Background: an optimization exercise with open tools, aiming at small area. Do not read the settings as production practice. At most, simulation tests tie the RTL to the original design; equivalence was not proved. Function not checked in runs 2 to 5: the RTL went through the layout flow alone.

### design/flow/config.mk
export PLATFORM = sky130hd
export DESIGN_NAME = HR_estimator
export DESIGN_NICKNAME = HR_estimator
export VERILOG_FILES = /design/flow/design.v
export SDC_FILE = /design/flow/constraint.sdc
export NUM_CORES = 8
export LEC_CHECK = 0
export CAP_MARGIN = 20
export CORE_MARGIN = 2
export CORE_UTILIZATION = 45
export PLACE_DENSITY = 0.6
export SLEW_MARGIN = 20
### design/flow/constraint.sdc
create_clock -name core_clock -period 650.0 [get_ports {clk}]
set_input_delay 130.0000 -clock core_clock [delete_from_list [all_inputs] [get_ports {clk}]]
set_output_delay 130.0000 -clock core_clock [all_outputs]
set_load 0.01 [all_outputs]
### design/flow/design.v
module HR_estimator #(
        parameter CLK_FREQ = 200,  
        parameter NUM_PEAKS = 4
)(
    input  wire        clk,
    input  wire        rst,
    input  wire        sample_en,   
    input  signed [7:0] Xin,
    output wire [31:0] bpm
);
    wire signed [12:0] Yout;
    wire peak_detected;
    wire [31:0] avg_interval;
    preprocessing_stage filter_inst(
        .clk(clk),
        .ce(sample_en),
        .rst(rst),
        .Xin(Xin),
        .Yout(Yout)
    );
    peak_detector peak_detector_inst(
        .clk(clk),
        .ce(sample_en),
        .rst(rst),
        .transformed_signal(Yout),
        .peak_detected(peak_detected)
    );
    RR_Interval_Calc #(.NUM_PEAKS(NUM_PEAKS)) RR_inst(
        .clk(clk),
        .ce(sample_en),
        .rst(rst),
        .peak_detected(peak_detected),
        .avg_interval(avg_interval),
        .output_valid()
    );
     bpm_calc #(
        .CLK_FREQ(CLK_FREQ)
    ) bpm_calc (
        .clk(clk),
        .ce(sample_en),
        .rst(rst),
        .rr_cycles(avg_interval),
        .bpm(bpm)
    );
endmodule
module preprocessing_stage #(
    parameter signed [7:0] FLAT_THRESH = 8'sd20,
    parameter integer      FLAT_CYCLES = 16
)(
    input  wire              clk,
    input  wire              ce,
    input  wire              rst,
    input  wire signed [7:0] Xin,
    output wire signed [12:0] Yout
);
    reg  signed [7:0] Xin_prev;
    reg  [7:0]        flat_cnt;
    wire signed [8:0] diff     = Xin - Xin_prev;
    wire [8:0]        diff_abs = diff[8] ? (~diff + 9'sd1) : diff;
    always @(posedge clk or posedge rst) begin
        if (rst) begin
            Xin_prev <= 8'sd0;
            flat_cnt <= 8'd0;
        end else if (ce) begin
            Xin_prev <= Xin;
            if (diff_abs <= {1'b0, FLAT_THRESH}) begin
                    flat_cnt <= flat_cnt + 1'b1;
            end else begin
                flat_cnt <= 8'd0;
            end
        end
    end
    localparam STATE_ACTIVE = 1'b0;
    localparam STATE_SLEEP  = 1'b1;
    reg state;
    always @(posedge clk or posedge rst) begin
        if (rst) begin
            state <= STATE_ACTIVE;
        end else if (ce) begin
            case (state)
                STATE_ACTIVE:
                    if (flat_cnt >= FLAT_CYCLES[7:0])
                        state <= STATE_SLEEP;
                STATE_SLEEP:
                    if (diff_abs > {1'b0, FLAT_THRESH})
                        state <= STATE_ACTIVE;
            endcase
        end
    end
    wire pre_proc_ce = ce && (state == STATE_ACTIVE);
    reg signed [7:0] Xin_delay [4:0];
    integer k;
    always @(posedge clk or posedge rst) begin
        if (rst) begin
            for (k = 0; k < 5; k = k + 1)
                Xin_delay[k] <= 8'sd0;
        end else if (pre_proc_ce) begin
            Xin_delay[4] <= Xin_delay[3];
            Xin_delay[3] <= Xin_delay[2];
            Xin_delay[2] <= Xin_delay[1];
            Xin_delay[1] <= Xin_delay[0];
            Xin_delay[0] <= Xin;
        end
    end
    wire signed [12:0] diff_out;
    assign diff_out = ( -Xin_delay[2]
                        - (Xin_delay[1] <<< 1)
                        + (Xin_delay[3] <<< 1)
                        + Xin_delay[4] ) >>> 3;
    reg signed [8:0] rect_out;
    always @(posedge clk or posedge rst) begin
        if (rst) begin
            rect_out <= 9'd0;
        end else if (pre_proc_ce) begin
            rect_out <= (diff_out[12] ? (~diff_out[8:0] + 1'b1) : diff_out[8:0]);
        end
    end
    reg signed [8:0] Xin_Reg_Inte [15:0];
    integer i;
    always @(posedge clk or posedge rst) begin
        if (rst) begin
            for (i = 0; i < 16; i = i + 1)
                Xin_Reg_Inte[i] <= 9'd0;
        end else if (pre_proc_ce) begin
            for (i = 15; i > 0; i = i - 1)
                Xin_Reg_Inte[i] <= Xin_Reg_Inte[i - 1];
            Xin_Reg_Inte[0] <= rect_out;
        end
    end
    wire signed [12:0] sum_lvl_2;
    assign sum_lvl_2 = Xin_Reg_Inte[0]  + Xin_Reg_Inte[1]  + Xin_Reg_Inte[2]  +
                       Xin_Reg_Inte[3]  + Xin_Reg_Inte[4]  + Xin_Reg_Inte[5]  +
                       Xin_Reg_Inte[6]  + Xin_Reg_Inte[7]  + Xin_Reg_Inte[8]  +
                       Xin_Reg_Inte[9]  + Xin_Reg_Inte[10] + Xin_Reg_Inte[11] +
                       Xin_Reg_Inte[12] + Xin_Reg_Inte[13] + Xin_Reg_Inte[14] +
                       Xin_Reg_Inte[15];
    assign Yout = sum_lvl_2;
endmodule
module peak_detector #(
    parameter integer IDLE_SAMPLES = 50,    
    parameter integer DIV_SLOW    = 16
)(
    input  wire              clk,
    input  wire              ce,                   
    input  wire              rst,
    input  wire signed [12:0] transformed_signal,  
    output reg               peak_detected         
);
    reg signed [12:0] signal_buffer [0:255];
    reg [7:0]         index;
    integer           j;
    always @(posedge clk or posedge rst) begin
        if (rst)
            index <= 8'd0;
        else if (ce) begin
            if (index < 8'd255)
                index <= index + 8'd1;
            else
                index <= 8'd0;
        end
    end
    always @(posedge clk or posedge rst) begin
        if (rst) begin
            for (j = 0; j < 256; j = j + 1)
                signal_buffer[j] <= 13'd0;
        end else if (ce) begin
            signal_buffer[index] <= transformed_signal;
        end
    end
    wire slow_tick;
    clock_divider #(.DIV(DIV_SLOW)) u_div (
        .clk    (clk),
        .ce     (ce),
        .rst    (rst),
        .tick   (slow_tick)
    );
    localparam STATE_FAST = 1'b0;
    localparam STATE_SLOW = 1'b1;
    reg        ps_state;
    reg [15:0] idle_cnt;      
    reg  signed [12:0] threshold;
    wire       raw_peak;
    assign raw_peak = (transformed_signal > threshold);
    always @(posedge clk or posedge rst) begin
        if (rst) begin
            ps_state <= STATE_FAST;
            idle_cnt <= 16'd0;
        end else if (ce) begin
            case (ps_state)
                STATE_FAST: begin
                    if (raw_peak)
                        idle_cnt <= 16'd0;
                    else
                        idle_cnt <= idle_cnt + 16'd1;
                    if (idle_cnt >= IDLE_SAMPLES)
                        ps_state <= STATE_SLOW;   
                end
                STATE_SLOW: begin
                    if (raw_peak) begin
                        ps_state <= STATE_FAST;
                        idle_cnt <= 16'd0;
                    end
                end
            endcase
        end
    end
    wire heavy_ce = ce && ((ps_state == STATE_FAST) || slow_tick);
    reg signed [12:0] max_value, temp_max_value;
    always @(*) begin
        temp_max_value = 13'd0;
        for (j = 0; j < 256; j = j + 1)
            if (signal_buffer[j] > temp_max_value)
                temp_max_value = signal_buffer[j];
    end
    always @(posedge clk or posedge rst) begin
        if (rst) begin
            max_value      <= 13'd0;
        end else if (heavy_ce) begin
            max_value <= temp_max_value;
        end
    end
    always @(posedge clk or posedge rst) begin
        if (rst)
            threshold <= 13'd0;
        else if (heavy_ce)
            threshold <= (max_value >>> 1) + 13'd50;   
    end
    always @(posedge clk or posedge rst) begin
        if (rst)
            peak_detected <= 1'b0;
        else if (ce)
            peak_detected <= raw_peak;
    end
endmodule
module clock_divider #
(
    parameter integer DIV = 16       
)
(
    input  wire clk,
    input  wire ce,
    input  wire rst,
    output wire tick
);
    localparam HALF = DIV/2;
    reg [$clog2(DIV)-1:0] counter;
    reg clk_out;
    always @(posedge clk or posedge rst) begin
        if (rst) begin
            counter <= 0;
            clk_out <= 1'b0;
        end else if (ce) begin
            if (counter == DIV-1)
                counter <= 0;
            else
                counter <= counter + 1'b1;
            if (counter == HALF-1 || counter == DIV-1)
                clk_out <= ~clk_out;
        end
    end
    assign tick = !clk_out && (counter == HALF-1 || counter == DIV-1);
endmodule
module RR_Interval_Calc #(
    parameter integer NUM_PEAKS = 4  
)(
    input  wire       clk,
    input  wire       ce,              
    input  wire       rst,
    input  wire       peak_detected,   
    output reg [31:0] avg_interval,    
    output reg        output_valid     
);
    reg done;
    wire ce_rr = ce && !done;
    reg prev_peak_detected;
    wire peak_rising_edge = peak_detected && !prev_peak_detected;
    always @(posedge clk or posedge rst) begin
        if (rst)
            prev_peak_detected <= 1'b0;
        else if (ce_rr)
            prev_peak_detected <= peak_detected;
    end
    reg [15:0] current_time;
    reg [15:0] prev_time;
    always @(posedge clk or posedge rst) begin
        if (rst) begin
            current_time <= 16'd0;
        end else if (ce_rr) begin
            current_time <= current_time + 16'd1;
        end
    end
    reg [31:0] sum_intervals;
    reg [7:0]  interval_count;   
    always @(posedge clk or posedge rst) begin
        if (rst) begin
            prev_time      <= 16'd0;
            sum_intervals  <= 32'd0;
            interval_count <= 8'd0;
            avg_interval   <= 32'd0;
            output_valid   <= 1'b0;
            done           <= 1'b0;
        end else if (ce_rr) begin
            output_valid <= 1'b0;
            if (peak_rising_edge) begin
                if (prev_time != 16'd0) begin
                    sum_intervals  <= sum_intervals + (current_time - prev_time);
                    interval_count <= interval_count + 1'b1;
                    if (interval_count + 1 == NUM_PEAKS) begin
                        avg_interval <=
                            (sum_intervals + (current_time - prev_time)) / NUM_PEAKS;
                        output_valid <= 1'b1;
                        done         <= 1'b1;   
                    end
                end
                prev_time <= current_time;
            end
        end
    end
endmodule
module bpm_calc #(
    parameter CLK_FREQ = 200
)(
    input  wire        clk,
    input  wire        ce,
    input  wire        rst,
    input  wire [31:0] rr_cycles,
    output reg  [31:0] bpm
);
    always @(posedge clk or posedge rst) begin
        if (rst) begin
            bpm <= 0;
        end else if (ce && rr_cycles != 0) begin
            bpm <= (60 * CLK_FREQ) / rr_cycles;
        end
    end
endmodule
### design/flow/run.sh
#!/bin/bash
# synth_recipe.tcl (not shown) runs the flow's synth.tcl, then flattens the netlist and writes it again
# the make line also repeats each setting of config.mk as NAME=value (left out here)
make -C /OpenROAD-flow-scripts/flow DESIGN_CONFIG=/design/flow/config.mk WORK_HOME=/design/flow/orfs CLKGATE_MAP_FILE= SYNTH_SCRIPT=/design/flow/synth_recipe.tcl finish
==> results of run 1 <==
## cell usage in the layout, fill, tap and decap left out, types with 177 or more instances in the layout
master / n
xnor2_1: 878
o21a_1: 272
dfrtp_1: 3729
xor2_1: 293
ha_1: 2657
a21oi_1: 2142
nand3_1: 964
nand2b_1: 280
mux2i_1: 813
o21ai_0: 4649
a21oi_2: 177
a31oi_1: 318
clkbuf_16: 451
o21ai_1: 231
or2_2: 212
and2_1: 198
maj3_1: 320
inv_1: 2168
nand4_1: 302
o211ai_1: 300
and2_2: 199
o31ai_1: 229
nand2_1: 5986
nor2_1: 2606
mux2_2: 1378
a21o_1: 491
nor3_1: 614
or2b_2: 187
buf_4: 279
a211oi_1: 265
o22ai_1: 191
## kinds of logic after synthesis
group,after synthesis,synth area share (%)
xor gates and xnor gates,1207,3.04
adders and majority gates,3183,11.3
DFF,3730,26.3
other,2,0.00211
muxes,2572,8.23
buffers and inverters,4442,7.52
and+or+nand+nor,13992,19.7
AOI/OAI and AO/OA,12382,24.0
## per-layer routing
layer  global-route usage (%)  vias up
li1                         -   146951
met1                     36.4   146934
met2                     43.1     7558
met3                     2.34     1622
met4                     7.40       12
met5                        0        -
## state kept, by name (all words and copies together), names as in the netlist, 9 cells and up
register,flops
peak_detector_inst.signal_buffer,3328
filter_inst.Xin_Reg_Inte,144
filter_inst.Xin_delay,40
RR_inst.sum_intervals,32
bpm_calc.bpm,32
RR_inst.avg_interval,30
RR_inst.current_time,16
RR_inst.prev_time,16
peak_detector_inst.idle_cnt,16
peak_detector_inst.threshold,13
peak_detector_inst.max_value,12
filter_inst.rect_out,9
## metrics by stage
step           instances  hold slack, ns
2_1_floorplan      41510           0.432
3_3_place_gp       50058           0.456
3_5_place_dp       50059           0.458
4_1_cts            50888           0.470
5_1_grt            50941           0.494
6_report           50974           0.472
## final cells by class
type / instances / area share [%]
Timing Repair Buffer: 336 / 0.759
Clock inverter: 255 / 0.929
Sequential cell: 3730 / 25.2
Clock buffer: 574 / 3.37
Multi-Input combinational cell: 33355 / 63.9
Inverter: 2191 / 2.25
Tap cell: 10496 / 3.55
Antenna cell: 37 / 0.0250
## what timing repair did
| item | 4_1_cts | 5_1_grt |
|---|---|---|
| endpoints found under the setup margin | 0 | 12 |
| resized for setup | 0 | 105 |
| setup buffers | 0 | 30 |
## cells in the mapped netlist, drive strengths merged, types with 113 or more instances
library cell	instances	area, um2
dfrtp	3730	93300
o2111ai	179	1780
a211o	152	1460
a211oi	342	3030
xor2	299	2670
nor4	211	1690
o211ai	406	3800
or2	273	1730
and2b	202	1700
nor3	723	4190
o21bai	172	1400
a31oi	376	2820
nand4	327	2260
o21a	354	2830
a21oi	2345	12600
or4	120	1040
or2b	258	2170
o21ai	5035	26000
and3	324	2350
clkbuf	1403	8490
a2111oi	130	1620
fa	146	2920
nor2	2765	10900
xnor2	908	8140
a21o	628	4930
a311oi	114	1250
o31ai	291	2670
mux2	1590	18500
a22oi	164	1400
nand2	6139	23800
a21boi	113	1010
o22ai	210	1470
maj3	376	3830
nor2b	161	1020
nand3	1029	5560
or3	223	1650
mux2i	982	10700
inv	2177	8180
ha	2661	33300
and2	424	2970
nand2b	298	1920
buf	705	7510
==> results.py, run 1 <==
metrics = {
    "final_layout": {
        "regArea_um2": 93300,
        "fin_util_pct": 47.0,
        "nFillCells": 75974,
        "drive_gt1_share_pct": 15.9,
        "fin_area_um2": 370000,
        "area_growth_pct": 4.10,
        "multi_input_comb_area_um2": 236000,
        "final_nets": 42879,
    },
    "logic_synthesis": {
        "synth.avg_cell_area_um2": 8.56,
        "netlist_area_um2": 355000,
        "synth-seq-area-share_pct": 26.3,
        "synthCells": 41510,
        "synth-seq-cells": 3730,
        "ys_warn_count": 8,
        "synth-async-reset-ratio_pct": 100,
        "synth_cell_types": 259,
        "synth-edff-count": 0,
        "yosys_most_used_dff": "dfrtp_1",
    },
    "clocking": {
        "cts_tree": "built",
        "clockRootBuffer": "clkbuf_16",
        "cts.sinks": 3730,
        "cts_buffer_depth": 4,
        "htree_levels": 5,
        "numCtsBuffers": 447,
        "clk_pin_slew_worst_paths_ns": 0.06,
        "insertion_delay_ns": 1.10,
        "ctsHoldBuffers": 0,
    },
    "placed_design": {
        "dpl-instance-area_um2": 353000,
        "gp_congestion": 0.938,
        "place_hpwl_um": 786000,
        "numPortBuffers": 42,
        "preCtsSetupSlack_ns": 30.84,
    },
    "worst_hold_path": {
        "hold_path_startpoint": "peak_detector_inst.u_div.clk_out$_DFFE_PP0P_",
        "hold_path_depth": 1,
        "hp-class": "reg2reg",
        "hold_end": "peak_detector_inst.u_div.clk_out$_DFFE_PP0P_",
    },
    "sta": {
        "setup_viol": 0,
        "fin_crit_ns": 602.85,
        "fmax_ghz": 0.00166,
        "hold_viol": 0,
        "setup_slack_ns": 47.15,
        "fin_skew_ns": 0.0656,
        "report.final.slew_viol_count": 0,
        "finalCritPeriodShare_pct": 92.7,
        "relSlewSlack_pct": 21.8,
        "fin_tns_setup_ns": 0,
    },
    "worst_setup_path": {
        "critPathMaxStageDelay_ns": 0.86,
        "critPathLaunchType": "register",
        "cpLargestDelayFamily": "compound AO/OA/AOI/OAI gates",
        "worst_ep_required_time_ns": 650.98,
        "crit_type": "reg2reg",
        "worst_ep_arrival_time_ns": 603.83,
        "crit_path_frequent_cell": "ha_1",
        "end_kind": "register",
        "path_buf_inv": 12,
        "crit_path_end": "peak_detector_inst.max_value[11]$_DFFE_PP0P_",
        "crit_fanout": 29,
        "path_depth": 684,
        "crit_slowest_cell": "mux2i_2",
        "crit_path_start": "peak_detector_inst.signal_buffer[0][12]$_DFFE_PP0P_",
    },
    "routing": {
        "ant_nets": 0,
        "wl_per_cell_um": 21.3,
        "drt_iter0_markers": 23251,
        "first_pass_iters": 6,
        "wl_met2_um": 497000,
        "top_layer_used": "met5",
        "vias": 303077,
        "wl_met3_um": 48500,
        "via_per_inst": 5.95,
        "met1_length_um": 505000,
        "drc": 0,
        "drt_wl_total_um": 1080000,
    },
    "global_route": {
        "grt_pass1_wl_um": 1700000,
        "grt-ovfl-total": 0,
        "grt_pass1_vias": 292597,
        "grt_use_total_pct": 26.1,
        "antenna_found_initial": 40,
        "grt_max_degree": 169,
    },
    "run": {
        "max_cap_violations": 0,
    },
    "floorplanning": {
        "die_h_um": 893,
        "fp-row-count": 326,
        "die_w_um": 893,
        "die-area_um2": 797000,
        "coreArea_um2": 788000,
        "ioPinCount": 43,
        "start_util_pct": 45.1,
    },
    "run_status": {
        "status": "finished clean",
    },
}
==> inputs of run 2 (changes only) <==
==> design/flow/design.v (replaced) <==
module HR_estimator #(
        parameter CLK_FREQ = 200,
        parameter NUM_PEAKS = 4
)(
    input  wire        clk,
    input  wire        rst,
    input  wire        sample_en,
    input  signed [7:0] Xin,
    output wire [31:0] bpm
);
    wire se = sample_en;
    reg        clr;
    reg  [7:0] c;         
    reg  [3:0] c2;        
    reg signed [7:0] xp;
    reg  [4:0] act;       
    wire signed [8:0] dx = Xin - xp;
    wire [8:0] dxa = dx[8] ? -dx : dx;
    wire flat = dxa <= 9'd20;
    wire sleep = (act == 5'd17);
    wire pre = se & ~sleep;
    always @(posedge clk or posedge rst) begin
        if (rst) begin
            xp  <= 8'sd0;
            act <= 5'd0;
        end else if (se) begin
            xp <= Xin;
            if (sleep)            act <= flat ? 5'd17 : 5'd0;
            else if (act == 5'd16) act <= 5'd17;
            else                  act <= flat ? act + 5'd1 : 5'd0;
        end
    end
    reg signed [7:0] d0, d1, d2, d3, d4;
    reg  [6:0] rect, hold;
    reg        wpend;
    wire signed [10:0] dsum = {{3{d4[7]}}, d4} + {{2{d3[7]}}, d3, 1'b0}
                            - {{3{d2[7]}}, d2} - {{2{d1[7]}}, d1, 1'b0};
    wire signed [7:0] dsh = dsum[10:3];
    wire [6:0] rnew = dsh[7] ? -dsh[6:0] : dsh[6:0];
    always @(posedge clk or posedge rst) begin
        if (rst) begin
            d0 <= 0; d1 <= 0; d2 <= 0; d3 <= 0; d4 <= 0;
            rect <= 0; hold <= 0;
        end else if (pre) begin
            d0 <= Xin; d1 <= d0; d2 <= d1; d3 <= d2; d4 <= d3;
            rect <= rnew;
            hold <= rect;
        end
    end
    reg  [6:0] w [0:15];
    reg [10:0] Y;
    wire       wins = wpend & (c2 == 4'd0);
    integer i;
    always @(posedge clk) begin
        for (i = 15; i > 0; i = i - 1)
            w[i] <= w[i-1];
        w[0] <= clr ? 7'd0 : (wins ? hold : w[15]);
    end
    always @(posedge clk or posedge rst) begin
        if (rst) begin
            c2    <= 4'd0;
            wpend <= 1'b0;
            Y     <= 11'd0;
        end else begin
            if (!wins) c2 <= c2 + 4'd1;
            if (pre) wpend <= 1'b1;
            else if (wins) wpend <= 1'b0;
            if (wins) Y <= Y + hold - w[15];
        end
    end
    reg  [9:0] thr, mv, mx;
    reg        pd;
    reg  [5:0] ps;        
    reg  [3:0] tcnt;
    wire slow = (ps == 6'd51);
    wire raw = {1'b0, Y} > ({2'b0, thr} + 12'd50);
    wire heavy = ~slow | (tcnt == 4'd7);
    always @(posedge clk or posedge rst) begin
        if (rst) begin
            thr <= 0; mv <= 0; pd <= 0; ps <= 0; tcnt <= 0;
        end else if (se) begin
            pd <= raw;
            tcnt <= tcnt + 4'd1;
            if (slow)             ps <= raw ? 6'd0 : 6'd51;
            else if (ps == 6'd50) ps <= 6'd51;
            else                  ps <= raw ? 6'd0 : ps + 6'd1;
            if (heavy) begin
                thr <= mv;
                mv  <= mx;
            end
        end
    end
    reg  [6:0] r [0:255];
    reg  [6:0] pend;
    reg        ipend, scan;
    reg  [9:0] base, acc;
    wire [6:0] tap = r[255];
    wire [6:0] dnew = Y[10:1] - acc;
    wire       ins = (c == 8'd0) & (ipend | se) & ~clr;
    wire [6:0] insv = se ? dnew : pend;
    wire [9:0] h = ((c == 8'd0) ? base : acc) + {{3{tap[6]}}, tap};
    integer j;
    always @(posedge clk) begin
        for (j = 255; j > 0; j = j - 1)
            r[j] <= r[j-1];
        r[0] <= clr ? 7'd0 : (ins ? insv : tap);
    end
    always @(posedge clk or posedge rst) begin
        if (rst) begin
            clr <= 1'b1; c <= 8'd0; pend <= 0; ipend <= 0; scan <= 0;
            base <= 0; acc <= 0; mx <= 0;
        end else begin
            if (clr & (c == 8'd255)) clr <= 1'b0;
            if (!ins) c <= c + 8'd1;
            if (se) pend <= dnew;
            if (ins) begin
                ipend <= 1'b0;
                scan  <= 1'b1;
                base  <= base + {{3{tap[6]}}, tap};
            end else begin
                if (se) ipend <= 1'b1;
                if (scan) begin
                    acc <= h;
                    if ((c == 8'd0) || (h > mx)) mx <= h;
                    if (c == 8'd255) scan <= 1'b0;
                end
            end
        end
    end
    reg        ppd, done, pz;
    reg [15:0] cur;
    reg [18:0] T;
    reg  [1:0] icnt;
    reg        run;
    reg  [3:0] dc;
    reg [13:0] q;
    wire rise = pd & ~ppd;
    wire [15:0] D = T[17:2];
    wire [13:0] DIVIDEND = 14'd12000;
    wire [16:0] R2 = {cur, DIVIDEND[dc]};
    wire [17:0] sub = {1'b0, R2} - {2'b0, D};
    wire ge = ~sub[17];
    always @(posedge clk or posedge rst) begin
        if (rst) begin
            ppd <= 0; done <= 0; pz <= 1'b1; cur <= 0; T <= 0; icnt <= 0;
            run <= 0; dc <= 0; q <= 0;
        end else if (!done) begin
            if (se) begin
                ppd <= pd;
                cur <= cur + 16'd1;
                if (rise) begin
                    pz <= (cur == 16'd0);
                    if (!pz) begin
                        icnt <= icnt + 2'd1;
                        if (icnt == 2'd3) begin
                            T <= T + {3'b0, cur};
                            done <= 1'b1;
                        end
                    end else begin
                        T <= T - {3'b0, cur};
                    end
                end
            end
        end else begin
            if (se && icnt == 2'd0) begin
                icnt <= 2'd1;
                if (!T[18] && D != 16'd0) begin
                    run <= 1'b1;
                    dc  <= 4'd13;
                    cur <= 16'd0;
                end
            end else if (run) begin
                cur <= ge ? sub[15:0] : R2[15:0];
                q   <= {q[12:0], ge};
                dc  <= dc - 4'd1;
                if (dc == 4'd0) run <= 1'b0;
            end
        end
    end
    assign bpm = {18'd0, q};
endmodule
==> run 2 against run 1 <==
Net effect:
- fmax increased to 4.5 times the previous value
- cell area decreased by 83%
- setup slack improved by 470 ns
- synthesized cell count decreased by 92%
- wire length decreased by 94%
- highest routed layer unchanged
- critical endpoint is now act[2]$_DFFE_PP0P_
- sequential share of layout area increased by 46 points
- critical path depth decreased by 670
==> results.py, run 2 <==
metrics = {
    "worst_setup_path": {
        "worst_ep_required_time_ns": 650.66,
        "crit_slowest_cell": "a21oi_1",
        "rr_startpoint": "c[0]$_DFFE_PP0N_",
        "critPathMaxStageDelay_ns": 0.50,
        "crit_chain": "clkdlybuf4s50_1, inv_1, ha_1, inv_1, fa_1, a21o_1, a21oi_1, xor2_1, o211ai_1, mux2i_1, o32a_1, a21oi_1, a41oi_1, a31oi_1",
        "path_depth": 14,
        "crit_fanout": 8,
        "path_buf_inv": 3,
        "worst_ep_arrival_time_ns": 133.33,
        "cpLargestDelayFamily": "compound AO/OA/AOI/OAI gates",
        "end_kind": "register",
        "r2r_end": "mx[0]$_DFFE_PP0P_",
        "rrSetupSlack_ns": 644.91,
        "critPathLaunchType": "input port",
        "crit_type": "in2reg",
        "ff2ff_path_depth": 23,
    },
    "floorplanning": {
        "die-area_um2": 121000,
        "fp-row-count": 125,
        "start_util_pct": 45.5,
        "ioPinCount": 43,
        "die_w_um": 347,
        "coreArea_um2": 117000,
        "die_h_um": 347,
    },
    "logic_synthesis": {
        "synth-edff-count": 0,
        "synthMuxAreaShare_pct": 2.16,
        "synth-compound-area-share_pct": 4.24,
        "synth_fa_ha_area_share_pct": 4.09,
        "synthTopCellsByCount": "1904 x dfxtp_1, 219 x dfrtp_1, 184 x nand2_1",
        "synth-async-reset-ratio_pct": 10.4,
        "synthSimpleGateAreaFrac_pct": 3.67,
        "synth_largest_area_cell": "dfxtp_1",
        "ys_warn_count": 3,
        "synth_top_family_by_area": "compound AO/OA/AOI/OAI gates",
        "netlist_area_um2": 53000,
        "yosysTopAreaCellShare_pct": 71.9,
        "synth-seq-cells": 2125,
        "synth_cell_types": 71,
        "synthMostInstantiatedCell": "dfxtp_1",
        "synthTopCellsByArea": "dfxtp_1 72%, dfrtp_1 10%, ha_1 3.0%, mux2_2 1.7%, nand2_1 1.3%",
        "yosys_most_used_dff": "dfxtp_1",
        "synthCells": 3495,
        "synth.avg_cell_area_um2": 15.2,
        "synthXorXnorAreaFrac_pct": 1.82,
        "synth-seq-area-share_pct": 82.3,
    },
    "sta": {
        "finalCritPeriodShare_pct": 20.4,
        "fin_skew_ns": 0.0667,
        "hold_viol": 0,
        "rsz0062_at_grt": "no",
        "report.final.slew_viol_count": 0,
        "fmax_ghz": 0.00754,
        "max_slew.worst_pin.slew_ns": 1.08,
        "setup_slack_ns": 517.34,
        "setup_viol": 0,
        "fin_tns_setup_ns": 0,
        "relSlewSlack_pct": 27.5,
        "fin_crit_ns": 132.66,
    },
    "routing": {
        "via_per_inst": 4.29,
        "drt_iter0_markers": 1060,
        "drt_wl_total_um": 68300,
        "drc": 0,
        "vias": 22882,
        "first_pass_iters": 5,
        "ant_nets": 0,
        "wl_per_cell_um": 12.8,
    },
    "run_status": {
        "status": "finished clean",
    },
    "worst_hold_path": {
        "hold_end": "r[248][4]$_DFF_P_",
        "hold_path_depth": 0,
        "hold_path_startpoint": "r[247][4]$_DFF_P_",
        "hp-class": "reg2reg",
    },
    "global_route": {
        "grt_pass1_wl_um": 115000,
        "grt-ovfl-total": 0,
        "grt_max_degree": 88,
        "grt_pass1_vias": 22671,
        "grt_use_total_pct": 11.7,
        "antenna_found_initial": 3,
    },
    "final_layout": {
        "area_growth_pct": 15.8,
        "drive_gt1_share_pct": 11.0,
        "multi_input_comb_area_um2": 8560,
        "regArea_um2": 43600,
        "reg.largest.list": "r x1792, w x112, T x19",
        "final_common_cell": "dfxtp_1",
        "fin_area_um2": 61400,
        "nFillCells": 9502,
        "mostFrequentLayoutCells": "1904 x dfxtp_1, 219 x dfrtp_1, 192 x clkbuf_16",
        "final_nets": 3827,
        "largest_reg_flops": 1792,
        "largest_register": "r",
    },
    "placed_design": {
        "numPortBuffers": 24,
        "preCtsSetupSlack_ns": 516.59,
        "gp_congestion": 0.764,
        "dpl-instance-area_um2": 55000,
        "place_hpwl_um": 38800,
    },
    "clocking": {
        "clockRootBuffer": "clkbuf_16",
        "cts_buffer_depth": 3,
        "numCtsBuffers": 184,
        "htree_levels": 4,
        "clk_pin_slew_worst_paths_ns": 0.07,
        "cts.sinks": 2125,
        "cts-resized-gates": 0,
        "insertion_delay_ns": 0.76,
        "cts_tree": "built",
        "ctsHoldBuffers": 0,
        "cts_setup_buffers": 0,
    },
    "run": {
        "max_cap_violations": 0,
    },
}
==> run 2: cell count changes in the layout (fill, tap and decap cells not counted), moves of 1904 or more <==
cell	previous run	this run
nand2_1	5986	183
a21oi_1	2142	83
o21ai_0	4649	120
dfxtp_1	0	1904
inv_1	2168	144
dfrtp_1	3729	219
ha_1	2657	127
nor2_1	2606	76
==> run 2: area by class of cell <==
type	instances	share of cell area, %
Sequential cell	2125	71.1
Antenna cell	1	0.00408
Tap cell	1524	3.11
Clock inverter	71	1.43
Timing Repair Buffer	33	0.493
Inverter	145	0.899
Clock buffer	270	9.01
Multi-Input combinational cell	1171	13.9
==> run 2: metal layers <==
layer / wire, um / part of all wire [%] / track usage (%)
met1: 36400 / 53 / 17.3
met2: 26600 / 39 / 15.8
met3: 3900 / 5.7 / 3.50
met4: 1460 / 2.1 / 4.64
met5: 7 / 0.010 / 0
==> run 2: kinds of logic (layout without fill, tap and decap cells) <==
| logic type | count (synthesis) | in the layout |
|---|---|---|
| flops | 2125 | 2125 |
| simple gates | 421 | 421 |
| compound gates | 362 | 362 |
| buf+inv | 216 | 519 |
| fa+ha+maj | 156 | 156 |
| xor+xnor | 110 | 110 |
| mux | 104 | 104 |
| other cells | 1 | 19 |
==> run 2: worst max-delay path by stage <==
stage | from | endpoint | slack [ns]
2_1_floorplan | rst | T[0]$_DFFE_PP0P_ | 513.95
3_3_place_gp | Xin[0] | act[2]$_DFFE_PP0P_ | 516.63
3_5_place_dp | Xin[0] | act[3]$_DFFE_PP0P_ | 516.59
4_1_cts | Xin[0] | act[3]$_DFFE_PP0P_ | 517.43
5_1_grt | Xin[0] | act[2]$_DFFE_PP0P_ | 517.12
6_report | Xin[0] | act[2]$_DFFE_PP0P_ | 517.34
==> run 2: per-stage QoR <==
step | hold WS (ns) | utilization (%) | instances
final | 0.280 | 52.7 | 5340
after global routing | 0.279 | 52.7 | 5339
after CTS | 0.275 | 52.7 | 5339
after detailed placement | 0.312 | 47.2 | 4998
after global placement | 0.310 | 47.2 | 4998
after floorplan | 0.310 | - | 3512
==> inputs of run 3 (changes only) <==
--- a/design/flow/config.mk
+++ b/design/flow/config.mk
@@ -10,2 +10,3 @@
 export CORE_UTILIZATION = 45
+export CTS_BUF_LIST = sky130_fd_sc_hd__clkbuf_4
 export PLACE_DENSITY = 0.6
==> run 3 against run 2 <==
Net effect:
- cell area fell by 0.73%
- first-iteration DRC count fell by 8.7%
- setup slack improved by 0.41 ns
- cell count rose by 9.0%
- worst hold slack got worse by 0.020 ns
- via count rose by 7.2%
- synthesized cell count did not move
- non-clock buffer count did not move
- sequential cell count did not move
- core utilization fell by 0.38 points
- critical path type is now reg2out
==> results.py, run 3 <==
metrics = {
    "final_layout": {
        "nFillCells": 9838,
        "final_nets": 4120,
        "fin_area_um2": 60900,
        "reg.largest.list": "r x1792, w x112, T x19",
        "drive_gt1_share_pct": 20.5,
        "regArea_um2": 43600,
        "multi_input_comb_area_um2": 8570,
        "area_growth_pct": 14.9,
        "largest_reg_flops": 1792,
        "final_common_cell": "dfxtp_1",
        "mostFrequentLayoutCells": "1904 x dfxtp_1, 749 x clkbuf_4, 219 x dfrtp_1",
        "largest_register": "r",
    },
    "worst_setup_path": {
        "path_buf_inv": 1,
        "critPathMaxStageDelay_ns": 0.65,
        "critPathLaunchType": "register",
        "worst_ep_required_time_ns": 520.00,
        "crit_type": "reg2out",
        "worst_ep_arrival_time_ns": 2.25,
        "crit_fanout": 3,
        "end_kind": "output port",
        "cpLargestDelayFamily": "buffers and inverters",
        "crit_slowest_cell": "clkdlybuf4s50_1",
        "crit_chain": "clkdlybuf4s50_1",
    },
    "sta": {
        "hold_viol": 0,
        "fin_skew_ns": 0.135,
        "relSlewSlack_pct": 33.9,
        "fin_crit_ns": 132.26,
        "max_slew.worst_pin.slew_ns": 0.991,
        "setup_viol": 0,
        "fin_tns_setup_ns": 0,
        "finalCritPeriodShare_pct": 20.3,
        "report.final.slew_viol_count": 0,
        "fmax_ghz": 0.00756,
        "rsz0062_at_grt": "no",
    },
    "floorplanning": {
        "start_util_pct": 45.5,
        "die_w_um": 347,
        "fp-row-count": 125,
        "coreArea_um2": 117000,
        "die-area_um2": 121000,
        "die_h_um": 347,
        "ioPinCount": 43,
    },
    "clocking": {
        "ctsHoldBuffers": 0,
        "cts_tree": "built",
        "htree_levels": 5,
        "clockRootBuffer": "clkbuf_4",
        "clk_pin_slew_worst_paths_ns": 0.07,
        "cts_setup_buffers": 0,
        "insertion_delay_ns": 1.23,
        "cts_buffer_depth": 4,
        "cts-resized-gates": 0,
        "cts.sinks": 2125,
        "numCtsBuffers": 477,
    },
    "worst_hold_path": {
        "hp-class": "reg2reg",
    },
    "logic_synthesis": {
        "netlist_area_um2": 53000,
        "ys_warn_count": 3,
        "synth_cell_types": 71,
        "synth-edff-count": 0,
        "synth-seq-area-share_pct": 82.3,
        "synth-seq-cells": 2125,
        "synthMostInstantiatedCell": "dfxtp_1",
        "synth-async-reset-ratio_pct": 10.4,
        "yosys_most_used_dff": "dfxtp_1",
        "synthTopCellsByCount": "1904 x dfxtp_1, 219 x dfrtp_1, 184 x nand2_1",
        "synthTopCellsByArea": "dfxtp_1 72%, dfrtp_1 10%, ha_1 3.0%, mux2_2 1.7%, nand2_1 1.3%",
        "synthCells": 3495,
        "synth_largest_area_cell": "dfxtp_1",
        "synth.avg_cell_area_um2": 15.2,
        "yosysTopAreaCellShare_pct": 71.9,
    },
    "placed_design": {
        "dpl-instance-area_um2": 55000,
        "numPortBuffers": 24,
        "gp_congestion": 0.764,
        "place_hpwl_um": 38800,
    },
    "routing": {
        "drt_wl_total_um": 70700,
        "vias": 24530,
        "ant_nets": 0,
        "drt_iter0_markers": 968,
        "first_pass_iters": 5,
        "drc": 0,
        "wl_per_cell_um": 12.1,
        "via_per_inst": 4.21,
    },
    "global_route": {
        "grt_pass1_wl_um": 121000,
        "grt_max_degree": 88,
        "grt_use_total_pct": 12.2,
        "grt-ovfl-total": 0,
        "grt_pass1_vias": 25321,
        "antenna_found_initial": 4,
    },
    "run_status": {
        "status": "finished clean",
    },
    "run": {
        "max_cap_violations": 0,
    },
}
## run 3: cell count changes in the layout (fill, tap and decap cells not counted), moves of 3 or more
cell,previous run,this run
clkbuf_4,0,749
clkbuf_16,192,0
clkinv_1,0,53
clkbuf_8,43,0
clkbuf_1,35,0
clkinv_2,24,6
bufinv_16,10,1
inv_6,8,0
clkinv_16,5,0
clkinv_4,8,3
diode_2,1,6
inv_4,4,0
clkinvlp_4,6,3
## run 3: per-layer routing
layer | wire (um) | track usage [%] | vias up
met3 | 3640 | 4.55 | 107
met2 | 28800 | 16.4 | 376
li1 | - | - | 12563
met5 | 7 | 0 | -
met1 | 36900 | 16.9 | 11482
met4 | 1300 | 6.80 | 2
## run 3: kinds of logic after synthesis
family,synth area share [%]
and+or+nand+nor,3.67
xor gates and xnor gates,1.82
DFF,82.3
adders and majority gates,4.09
muxes,2.16
AOI/OAI and AO/OA,4.24
other,0.00707
buffers and inverters,1.67
## run 3: final timing paths
check | startpoint | endpoint | slack, ns | depth (start not counted)
max | q[7]$_DFFE_PP0P_ | bpm[7] | 517.75 | 1
min | r[61][3]$_DFF_P_ | r[62][3]$_DFF_P_ | 0.26 | 0
max reg2reg | c[0]$_DFFE_PP0N_ | mx[0]$_DFFE_PP0P_ | 644.81 | 23
min reg2reg | r[61][3]$_DFF_P_ | r[62][3]$_DFF_P_ | 0.26 | 0
max in group asynchronous | rst | c[1]$_DFFE_PP0N_ | 519.17 | 3
min in group asynchronous | rst | Y[10]$_DFFE_PP0P_ | 129.28 | 2
## run 3: through the flow
step	setup WS [ns]	instances	hold slack [ns]	utilization (%)
detailed placement	516.59	4998	0.312	47.2
finish	517.75	5821	0.260	52.3
CTS	517.50	5815	0.247	52.3
global route	517.50	5819	0.252	52.3
floorplan	513.95	3512	0.310	-
global placement	516.63	4998	0.310	47.2
## run 3: area by class of cell
cell class | instances | share of cell area (%)
well taps | 1524 | 3.13
multi-input cells | 1171 | 14.1
diodes | 6 | 0.0246
flip-flops and latches | 2125 | 71.6
clock buffers | 749 | 9.23
clock inverters | 68 | 0.517
repair buffers | 33 | 0.497
inverters | 145 | 0.906
## run 3: worst reg2reg max path, stage by stage (launching register included)
cell	delay [ns]
dfrtp_1	0.41
inv_1	0.12
ha_1	0.15
nor4b_1	0.26
nand2_1	0.48
nor2_1	0.28
a21o_1	0.13
ha_1	0.23
a21o_1	0.18
a21oi_1	0.24
nor2b_1	0.08
o21a_1	0.19
nor4_1	0.33
o41ai_1	0.18
xnor2_1	0.19
ha_1	0.32
nand4_1	0.13
nor2_1	0.17
a21oi_1	0.08
o211ai_1	0.10
nand2_1	0.07
a21oi_1	0.14
buf_4	0.24
mux2_2	0.35
==> inputs of run 4 (changes only) <==
--- a/design/flow/design.v
+++ b/design/flow/design.v
@@ -12,3 +12,2 @@
     reg        clr;
-    reg  [7:0] c;         
     reg  [3:0] c2;        
@@ -51,3 +50,3 @@
     reg [10:0] Y;
-    wire       wins = wpend & (c2 == 4'd0);
+    wire       wins = wpend & (c2 == 4'd0) & (mode == 2'd0) & ~se;
     integer i;
@@ -70,3 +69,3 @@
     end
-    reg  [9:0] thr, mv, mx;
+    reg  [9:0] thr, mv;
     reg        pd;
@@ -92,39 +91,98 @@
     end
-    reg  [6:0] r [0:255];
-    reg  [6:0] pend;
-    reg        ipend, scan;
-    reg  [9:0] base, acc;
-    wire [6:0] tap = r[255];
-    wire [6:0] dnew = Y[10:1] - acc;
-    wire       ins = (c == 8'd0) & (ipend | se) & ~clr;
-    wire [6:0] insv = se ? dnew : pend;
-    wire [9:0] h = ((c == 8'd0) ? base : acc) + {{3{tap[6]}}, tap};
+    localparam NW = 198;                    
+    reg  [3:0] r [0:NW-1];
+    reg  [7:0] c;                           
+    reg  [1:0] f;                           
+    reg  [1:0] mode;                        
+    reg        fs;                          
+    reg  [9:0] V, MAXV;
+    reg  [8:0] z;
+    wire [3:0] tap = r[NW-1];
+    wire [9:0] H = Y[10:1];
+    wire       start = (mode == 2'd1) & (c == 8'd0);
+    wire [9:0]  X  = start ? MAXV : V;
+    wire [10:0] Dx = {1'b0, X} - {1'b0, H};
+    wire        lo = Dx[10];                  
+    wire [9:0]  v0 = lo ? H : X;
+    wire [9:0]  Dv  = lo ? 10'd0 : Dx[9:0];
+    wire [8:0]  z0 = start ? 9'd0 : z;
+    wire        Dhi = |Dv[9:3];
+    wire        zhi = (z0[8:3] == 6'b011111);  
+    wire        z256 = (z0 == 9'd256);
+    reg  [3:0] ow;
+    reg  [1:0] m;
+    reg  [2:0] o, zc;       
+    reg  [2:0] oat;         
+    reg        fsn, fnext, fhere;
+    reg  [1:0] fl;
+    reg  [3:0] lvl_gt;      
+    integer k;
+    function automatic deq(input [9:0] d, input dh, input [2:0] n);
+        deq = !dh && (d[2:0] == n);
+    endfunction
+    function automatic dgt(input [9:0] d, input dh, input [2:0] n);
+        dgt = dh || (d[2:0] > n);
+    endfunction
+    always @(*) begin
+        ow = tap; o = 3'd0; zc = 3'd0; oat = 3'd0; fsn = start ? 1'b0 : fs;
+        m = start ? 2'd2 : mode; fhere = 1'b0; fnext = 1'b0; fl = f;
+        for (k = 0; k < 4; k = k + 1) begin
+            if (!(start && k < f)) begin
+                if (m == 2'd2) begin
+                    if (!tap[k]) begin
+                        zc = zc + 3'd1;
+                        if (!fsn && (z0[8:2] == 7'd0) && (z0[1:0] + zc == 3'd2)) begin
+                            fsn = 1'b1; oat = o; fhere = 1'b1; fl = k;
+                        end
+                    end else begin
+                        o = o + 3'd1;
+                    end
+                    if (deq(Dv, Dhi, o) || (zhi && ({1'b0, z0[2:0]} + zc == 4'd8))) begin
+                        m = 2'd3;
+                        if (!fsn) begin
+                            fsn = 1'b1; oat = o;
+                            if (k == 3) begin fnext = 1'b1; fl = 2'd0; end
+                            else begin fhere = 1'b1; fl = k + 1; end
+                        end
+                    end
+                end else if (m == 2'd3) begin
+                    if (dgt(Dv, Dhi, o)) begin
+                        ow[k] = 1'b1; o = o + 3'd1;
+                    end else if (!((z256 && zc == 3'd1) || (zhi && ({1'b0, z0[2:0]} + zc == 4'd9)))) begin
+                        ow[k] = 1'b0; zc = zc + 3'd1;
+                    end else begin
+                        m = 2'd0;
+                    end
+                end
+            end
+        end
+        if (m == 2'd3 && !dgt(Dv, Dhi, o) && ((z256 && zc == 3'd1) || (zhi && ({1'b0, z0[2:0]} + zc == 4'd9)))) m = 2'd0;
+    end
+    wire [9:0] v  = v0 - {7'd0, o};
+    wire [8:0] zz = z0 + {6'd0, zc};
+    wire [9:0] mvx = fhere | fnext ? v0 - {7'd0, oat} : MAXV;
+    wire busy = start | mode[1];
     integer j;
     always @(posedge clk) begin
-        for (j = 255; j > 0; j = j - 1)
+        for (j = NW-1; j > 0; j = j - 1)
             r[j] <= r[j-1];
-        r[0] <= clr ? 7'd0 : (ins ? insv : tap);
-    end
-    always @(posedge clk or posedge rst) begin
-        if (rst) begin
-            clr <= 1'b1; c <= 8'd0; pend <= 0; ipend <= 0; scan <= 0;
-            base <= 0; acc <= 0; mx <= 0;
+        r[0] <= clr ? 4'd0 : (busy ? ow : tap);
+    end
+    always @(posedge clk or posedge rst) begin
+        if (rst) begin
+            clr <= 1'b1; c <= 8'd0; f <= 2'd0; mode <= 2'd0; fs <= 1'b0;
+            V <= 10'd0; MAXV <= 10'd0; z <= 9'd0;
         end else begin
-            if (clr & (c == 8'd255)) clr <= 1'b0;
-            if (!ins) c <= c + 8'd1;
-            if (se) pend <= dnew;
-            if (ins) begin
-                ipend <= 1'b0;
-                scan  <= 1'b1;
-                base  <= base + {{3{tap[6]}}, tap};
-            end else begin
-                if (se) ipend <= 1'b1;
-                if (scan) begin
-                    acc <= h;
-                    if ((c == 8'd0) || (h > mx)) mx <= h;
-                    if (c == 8'd255) scan <= 1'b0;
-                end
-            end
-        end
-    end
+            if (clr & (c == NW-1)) clr <= 1'b0;
+            if (busy & fhere)      c <= 8'd1;
+            else if (busy & fnext) c <= 8'd0;
+            else                   c <= (c == NW-1) ? 8'd0 : c + 8'd1;
+            if (busy) begin
+                mode <= m; V <= v; z <= zz; fs <= fsn; MAXV <= mvx; f <= fl;
+            end else if (se) begin
+                mode <= 2'd1;
+            end
+        end
+    end
+    wire [9:0] mx = MAXV;
     reg        ppd, done, pz;
--- a/design/flow/config.mk
+++ b/design/flow/config.mk
@@ -10,3 +10,5 @@
 export CORE_UTILIZATION = 45
-export CTS_BUF_LIST = sky130_fd_sc_hd__clkbuf_4
+export CTS_BUF_LIST = sky130_fd_sc_hd__clkbuf_8
+export CTS_CLUSTER_DIAMETER = 50
+export CTS_CLUSTER_SIZE = 20
 export PLACE_DENSITY = 0.6
==> run 4 against run 3 <==
Net effect:
- still clean
- cell area shrank 36%
- die area is 33% lower
- clock skew shrank 0.078 ns
- core utilization fell by 2.7 points
- non-clock buffer count up 6
- sequential share of layout area down 11 points
- via count shrank 20%
- worst hold slack better by 0.044 ns
==> results.py, run 4 <==
metrics = {
    "worst_setup_path": {
        "rr_startpoint": "c[3]$_DFF_PP0_",
        "rrSetupSlack_ns": 636.64,
        "crit_slowest_cell": "or3b_2",
        "r2r_end": "MAXV[7]$_DFFE_PP0P_",
        "end_kind": "register",
        "critPathLaunchType": "input port",
        "crit_chain": "clkdlybuf4s50_1, inv_1, ha_1, fa_1, nor2b_1, o21ai_0, a21boi_0, o21ai_0, a21o_1, a31oi_1, a21oi_1, o21ai_0, o21ai_0, a21oi_1, o21ai_0, a21o_1, or3b_2, nor3b_1, a21o_1",
        "worst_ep_arrival_time_ns": 134.09,
        "cpLargestDelayFamily": "compound AO/OA/AOI/OAI gates",
        "crit_path_frequent_cell": "o21ai_0",
        "critPathMaxStageDelay_ns": 0.50,
        "path_buf_inv": 2,
        "crit_fanout": 7,
        "crit_type": "in2reg",
        "ff2ff_path_depth": 52,
        "worst_ep_required_time_ns": 650.66,
    },
    "floorplanning": {
        "die-area_um2": 81300,
        "die_w_um": 285,
        "start_util_pct": 45.3,
        "coreArea_um2": 78600,
        "fp-row-count": 103,
        "ioPinCount": 43,
        "die_h_um": 285,
    },
    "logic_synthesis": {
        "synthMuxAreaShare_pct": 3.50,
        "synth-seq-cells": 1120,
        "synthTopCellsByCount": "904 x dfxtp_1, 214 x dfrtp_1, 196 x nand2_1",
        "synthCells": 2874,
        "yosysTopAreaCellShare_pct": 50.9,
        "synth_largest_area_cell": "dfxtp_1",
        "synth_cell_types": 95,
        "synthMostInstantiatedCell": "dfxtp_1",
        "synth_top_family_by_area": "compound AO/OA/AOI/OAI gates",
        "synth-async-reset-ratio_pct": 19.3,
        "synthTopCellsByArea": "dfxtp_1 51%, dfrtp_1 15%, ha_1 5.3%, mux2_2 2.4%, fa_1 2.1%",
        "synth-edff-count": 0,
        "synth-compound-area-share_pct": 8.77,
        "ys_warn_count": 3,
        "synthXorXnorAreaFrac_pct": 3.23,
        "synth_fa_ha_area_share_pct": 7.48,
        "synth.avg_cell_area_um2": 12.4,
        "yosys_most_used_dff": "dfxtp_1",
        "synthSimpleGateAreaFrac_pct": 8.13,
        "synth-seq-area-share_pct": 66.1,
        "netlist_area_um2": 35600,
    },
    "clocking": {
        "cts_buffer_depth": 3,
        "cts.sinks": 1120,
        "clockRootBuffer": "clkbuf_8",
        "numCtsBuffers": 92,
        "clk_pin_slew_worst_paths_ns": 0.10,
        "insertion_delay_ns": 0.74,
        "cts-resized-gates": 0,
        "htree_levels": 3,
        "ctsHoldBuffers": 0,
        "cts_tree": "built",
        "cts_setup_buffers": 0,
    },
    "sta": {
        "setup_viol": 0,
        "max_slew.worst_pin.slew_ns": 0.937,
        "fin_tns_setup_ns": 0,
        "fin_crit_ns": 133.42,
        "fin_skew_ns": 0.0562,
        "rsz0062_at_grt": "no",
        "hold_viol": 0,
        "relSlewSlack_pct": 37.5,
        "fmax_ghz": 0.00749,
        "report.final.slew_viol_count": 0,
        "finalCritPeriodShare_pct": 20.5,
    },
    "final_layout": {
        "fin_area_um2": 39000,
        "drive_gt1_share_pct": 10.2,
        "final_common_cell": "dfxtp_1",
        "largest_register": "r",
        "reg.largest.list": "r x792, w x112, T x19",
        "area_growth_pct": 9.69,
        "largest_reg_flops": 792,
        "mostFrequentLayoutCells": "904 x dfxtp_1, 214 x dfrtp_1, 195 x nand2_1",
        "nFillCells": 6848,
        "final_nets": 3145,
    },
    "run": {
        "max_cap_violations": 0,
    },
    "routing": {
        "drc": 0,
        "vias": 19592,
        "first_pass_iters": 5,
        "ant_nets": 0,
        "drt_wl_total_um": 60600,
        "wl_per_cell_um": 14.9,
        "via_per_inst": 4.82,
        "drt_iter0_markers": 982,
    },
    "global_route": {
        "grt_pass1_vias": 19984,
        "grt-ovfl-total": 0,
        "grt_use_total_pct": 15.2,
        "grt_pass1_wl_um": 102000,
        "grt_max_degree": 95,
        "antenna_found_initial": 3,
    },
    "worst_hold_path": {
        "hold_end": "w[5][0]$_DFF_P_",
        "hold_path_depth": 0,
        "hold_path_startpoint": "w[4][0]$_DFF_P_",
        "hp-class": "reg2reg",
    },
    "placed_design": {
        "numPortBuffers": 24,
        "dpl-instance-area_um2": 36900,
        "gp_congestion": 0.890,
        "place_hpwl_um": 41100,
    },
    "run_status": {
        "status": "finished clean",
    },
}
==> run 4: logic make-up (layout without fill, tap and decap cells) <==
family,after synthesis,after routing
buffers and inverters,243,361
AND/OR/NAND/NOR,596,596
other,1,21
adder cells (fa/ha/maj),190,190
flip-flops,1120,1120
multiplexers,113,113
AO/OA/AOI/OAI,483,483
XOR/XNOR,128,128
==> run 4: routing by layer <==
metal | routed length [um] | vias to the layer above | share of wire (%) | global-route usage [%]
li1 | - | 9797 | - | -
met2 | 27200 | 329 | 45 | 24.4
met1 | 29100 | 9336 | 48 | 20.7
met4 | 1980 | 0 | 3.3 | 5.34
met3 | 2320 | 130 | 3.8 | 2.87
met5 | 0 | - | 0 | 0
==> run 4: final cells by class <==
type                    count  area [um2]  share of cell area (%)
diodes                      3        7.51                  0.0192
clock buffers              97        1340                    3.42
clock inverters            62         744                    1.91
inverters                 163         619                    1.59
multi-input cells        1528       11100                    28.6
flip-flops and latches   1120       23500                    60.2
well taps                1050        1310                    3.37
repair buffers             39         353                   0.904
==> run 4: worst max-delay path by stage <==
stage	start	endpoint	slack, ns	cells past startpoint
after floorplan	rst	MAXV[0]$_DFFE_PP0P_	514.10	1
after global placement	Xin[0]	act[2]$_DFFE_PP0P_	515.82	19
after detailed placement	Xin[0]	act[3]$_DFFE_PP0P_	515.82	19
after CTS	Xin[0]	act[3]$_DFFE_PP0P_	516.62	19
after global routing	Xin[0]	act[3]$_DFFE_PP0P_	516.18	19
final	Xin[0]	act[2]$_DFFE_PP0P_	516.58	19
==> run 4: worst register-to-register path, delay by kind of cell (launching register included) <==
kind	cells	cell delay, ns
DFF	1	0.44
muxes	4	1.00
xor gates and xnor gates	1	0.22
adders and majority gates	8	2.58
buffers and inverters	4	0.62
AOI/OAI and AO/OA	18	3.72
and+or+nand+nor	17	4.66
==> run 4: per-stage QoR <==
stage | util, % | hold WS (ns) | setup slack [ns] | instances
after global placement | 47.0 | 0.310 | 515.82 | 3900
after global routing | 49.6 | 0.313 | 516.18 | 4061
after detailed placement | 47.0 | 0.312 | 515.82 | 3900
final | 49.6 | 0.304 | 516.58 | 4062
after floorplan | - | 0.310 | 514.10 | 2891
after CTS | 49.6 | 0.304 | 516.62 | 4059
==> inputs of run 5 (changes only) <==
--- a/design/flow/config.mk
+++ b/design/flow/config.mk
@@ -10,5 +10,2 @@
 export CORE_UTILIZATION = 45
-export CTS_BUF_LIST = sky130_fd_sc_hd__clkbuf_8
-export CTS_CLUSTER_DIAMETER = 50
-export CTS_CLUSTER_SIZE = 20
 export PLACE_DENSITY = 0.6
==> run 5 against run 4 <==
Net effect:
- critical path type unchanged
- worst hold slack worse by 0.030 ns
- area after synthesis unchanged
- non-clock buffer count is the same
- clock skew is 0.0090 ns higher
- still clean
- cell area grew 4.4%
- setup slack worse by 0.090 ns
==> results.py, run 5 <==
metrics = {
    "final_layout": {
        "reg.largest.list": "r x792, w x112, T x19",
        "largest_reg_flops": 792,
        "final_common_cell": "dfxtp_1",
        "largest_register": "r",
        "area_growth_pct": 14.5,
        "mostFrequentLayoutCells": "904 x dfxtp_1, 214 x dfrtp_1, 195 x nand2_1",
        "fin_util_pct": 51.8,
        "diodes": 0,
        "final_nets": 3157,
        "drive_gt1_share_pct": 10.9,
        "nFillCells": 6676,
    },
    "floorplanning": {
        "ioPinCount": 43,
        "die_h_um": 285,
        "fp-row-count": 103,
        "start_util_pct": 45.3,
        "coreArea_um2": 78600,
        "die_w_um": 285,
        "die-area_um2": 81300,
    },
    "clocking": {
        "cts_buffer_depth": 3,
        "cts.sinks": 1120,
        "insertion_delay_ns": 0.68,
        "cts_tree": "built",
        "numCtsBuffers": 104,
        "cts-resized-gates": 0,
        "clockRootBuffer": "clkbuf_16",
        "ctsHoldBuffers": 0,
        "cts_setup_buffers": 0,
        "htree_levels": 3,
        "clk_pin_slew_worst_paths_ns": 0.06,
    },
    "global_route": {
        "grt-ovfl-total": 0,
        "grt_use_met3_pct": 2.46,
        "grt_max_degree": 95,
        "antenna_found_initial": 0,
        "grt_pass1_vias": 20345,
        "grt_pass1_wl_um": 104000,
        "busiest_layer": "met2",
        "grt_use_met1_pct": 21.2,
        "grt_use_total_pct": 15.6,
        "met2_usage_pct": 25.3,
    },
    "sta": {
        "fin_skew_ns": 0.0653,
        "fin_tns_setup_ns": 0,
        "setup_viol": 0,
        "max_slew.worst_pin.slew_ns": 0.933,
        "finalCritPeriodShare_pct": 20.5,
        "hold_viol": 0,
        "report.final.slew_viol_count": 0,
        "fmax_ghz": 0.00749,
        "hold_slack_ns": 0.274,
        "relSlewSlack_pct": 37.8,
        "fin_crit_ns": 133.51,
        "rsz0062_at_grt": "no",
    },
    "worst_setup_path": {
        "crit_path_frequent_cell": "o21ai_0",
        "worst_ep_arrival_time_ns": 134.09,
        "crit_slowest_cell": "or3b_2",
        "crit_chain": "clkdlybuf4s50_1, inv_1, ha_1, fa_1, nor2b_1, o21ai_0, a21boi_0, o21ai_0, a21o_1, a31oi_1, a21oi_1, o21ai_0, o21ai_0, a21oi_1, o21ai_0, a21o_1, or3b_2, nor3_1, a211o_1",
        "end_kind": "register",
        "path_buf_inv": 2,
        "critPathLaunchType": "input port",
        "worst_ep_required_time_ns": 650.58,
        "crit_type": "in2reg",
        "crit_fanout": 7,
        "critPathMaxStageDelay_ns": 0.50,
        "cpLargestDelayFamily": "compound AO/OA/AOI/OAI gates",
    },
    "logic_synthesis": {
        "synthCells": 2874,
        "synth-seq-area-share_pct": 66.1,
        "synth_largest_area_cell": "dfxtp_1",
        "synthTopCellsByArea": "dfxtp_1 51%, dfrtp_1 15%, ha_1 5.3%, mux2_2 2.4%, fa_1 2.1%",
        "netlist_area_um2": 35600,
        "ys_warn_count": 3,
        "synthTopCellsByCount": "904 x dfxtp_1, 214 x dfrtp_1, 196 x nand2_1",
        "synth_cell_types": 95,
        "synthMostInstantiatedCell": "dfxtp_1",
        "synth.avg_cell_area_um2": 12.4,
        "synth-seq-cells": 1120,
        "yosys_most_used_dff": "dfxtp_1",
        "yosysTopAreaCellShare_pct": 50.9,
        "synth-async-reset-ratio_pct": 19.3,
        "synth-edff-count": 0,
    },
    "placed_design": {
        "gp_congestion": 0.890,
        "place_hpwl_um": 41100,
        "numPortBuffers": 24,
    },
    "routing": {
        "first_pass_iters": 5,
        "wl_per_cell_um": 15.2,
        "via_per_inst": 4.81,
        "vias": 19710,
        "ant_nets": 0,
        "drt_wl_total_um": 62100,
        "drc": 0,
        "drt_iter0_markers": 1107,
    },
    "worst_hold_path": {
        "hp-class": "reg2reg",
    },
    "run": {
        "max_cap_violations": 0,
    },
    "run_status": {
        "status": "finished clean",
    },
}
run 5: cell count changes in the layout (fill, tap and decap cells not counted), moves of 3 or more:
cell	delta
diode_2	-3
inv_6	-3
clkinv_16	+7
inv_1	-8
clkinv_2	+9
clkinv_8	-11
clkbuf_8	-75
clkbuf_1	+18
inv_8	-5
bufinv_16	+8
inv_12	-13
clkbuf_16	+109
run 5: worst paths after layout:
path                                        from                   to  slack, ns  cells after the start
worst max register to register    c[3]$_DFF_PP0_  MAXV[7]$_DFFE_PP0P_     636.65                     51
worst max-delay path                      Xin[0]   act[3]$_DFFE_PP0P_     516.49                     19
max in group asynchronous                    rst    d0[0]$_DFFE_PP0P_     518.00                      4
worst min-delay path            w[12][4]$_DFF_P_     w[13][4]$_DFF_P_       0.27                      0
min in group asynchronous                    rst     z[0]$_DFFE_PP0N_     129.85                      2
worst min register to register  w[12][4]$_DFF_P_     w[13][4]$_DFF_P_       0.27                      0
run 5: through the flow:
stage / cell area, um2 / cells / setup slack [ns]
finish: 40700 / 4094 / 516.49
CTS: 40700 / 4094 / 516.50
global placement: 36900 / 3900 / 515.82
floorplan: 35600 / 2891 / 514.10
global route: 40700 / 4094 / 516.06
detailed placement: 36900 / 3900 / 515.82
run 5: cells by family (layout without fill, tap and decap cells):
group	count (synthesis)	after routing	share of synthesized area [%]
compound gates	483	483	8.77
xor+xnor	128	128	3.23
fa+ha+maj	190	190	7.48
buf+inv	243	396	2.80
flops	1120	1120	66.1
mux	113	113	3.50
other cells	1	18	0.0105
simple gates	596	596	8.13
run 5: layout make-up:
| cell class | instances | area [um2] | area share (%) |
|---|---|---|---|
| Timing Repair Buffer | 39 | 353 | 0.866 |
| Inverter | 163 | 619 | 1.52 |
| Sequential cell | 1120 | 23500 | 57.7 |
| Clock buffer | 149 | 3100 | 7.61 |
| Clock inverter | 45 | 702 | 1.72 |
| Tap cell | 1050 | 1310 | 3.23 |
| Multi-Input combinational cell | 1528 | 11100 | 27.4 |
run 5: layer usage:
layer | part of all wire (%) | wire length (um)
met5 | 0 | 0
met4 | 2.9 | 1770
met3 | 3.4 | 2090
met2 | 46 | 28500
met1 | 48 | 29700

separate check: timing with driven ports:
Ports are ideal in the flow. The routed layouts listed here were re-timed in OpenROAD. Step 1 (the two cells are an assumption about what drives the block):
set clk [get_ports {clk}]
set_driving_cell -lib_cell sky130_fd_sc_hd__clkbuf_16 $clk
set_driving_cell -lib_cell sky130_fd_sc_hd__buf_2 [delete_from_list [all_inputs] $clk]
Step 2 also shifts input and output timing later by t, the mid clock arrival at the registers, as if the neighbouring blocks saw the same clock. Three values: no drivers, after step 1, after step 2; two values: the first two.
run	shift t [ns]	slack for setup (ns)	worst setup path after step 2	slew at the worst register clock pin (ns)	pins driven straight from the clock port
run 1	1.210	47.146 / 47.146 / 47.146	register to register	0.07 / 0.07	1
run 2	0.791	517.336 / 517.379 / 516.588	input to register	0.07 / 0.07	1
run 3	1.233	517.745 / 517.682 / 516.600	input to register	0.07 / 0.07	1
run 4	0.772	516.576 / 516.606 / 515.834	input to register	0.11 / 0.11	1
run 5	0.716	516.486 / 516.519 / 515.803	input to register	0.07 / 0.07	1
After both steps every run listed still meets setup and hold. The setup slack of run 3, which loses most, moves by -0.063 ns with the drivers and by -1.145 ns with both steps.
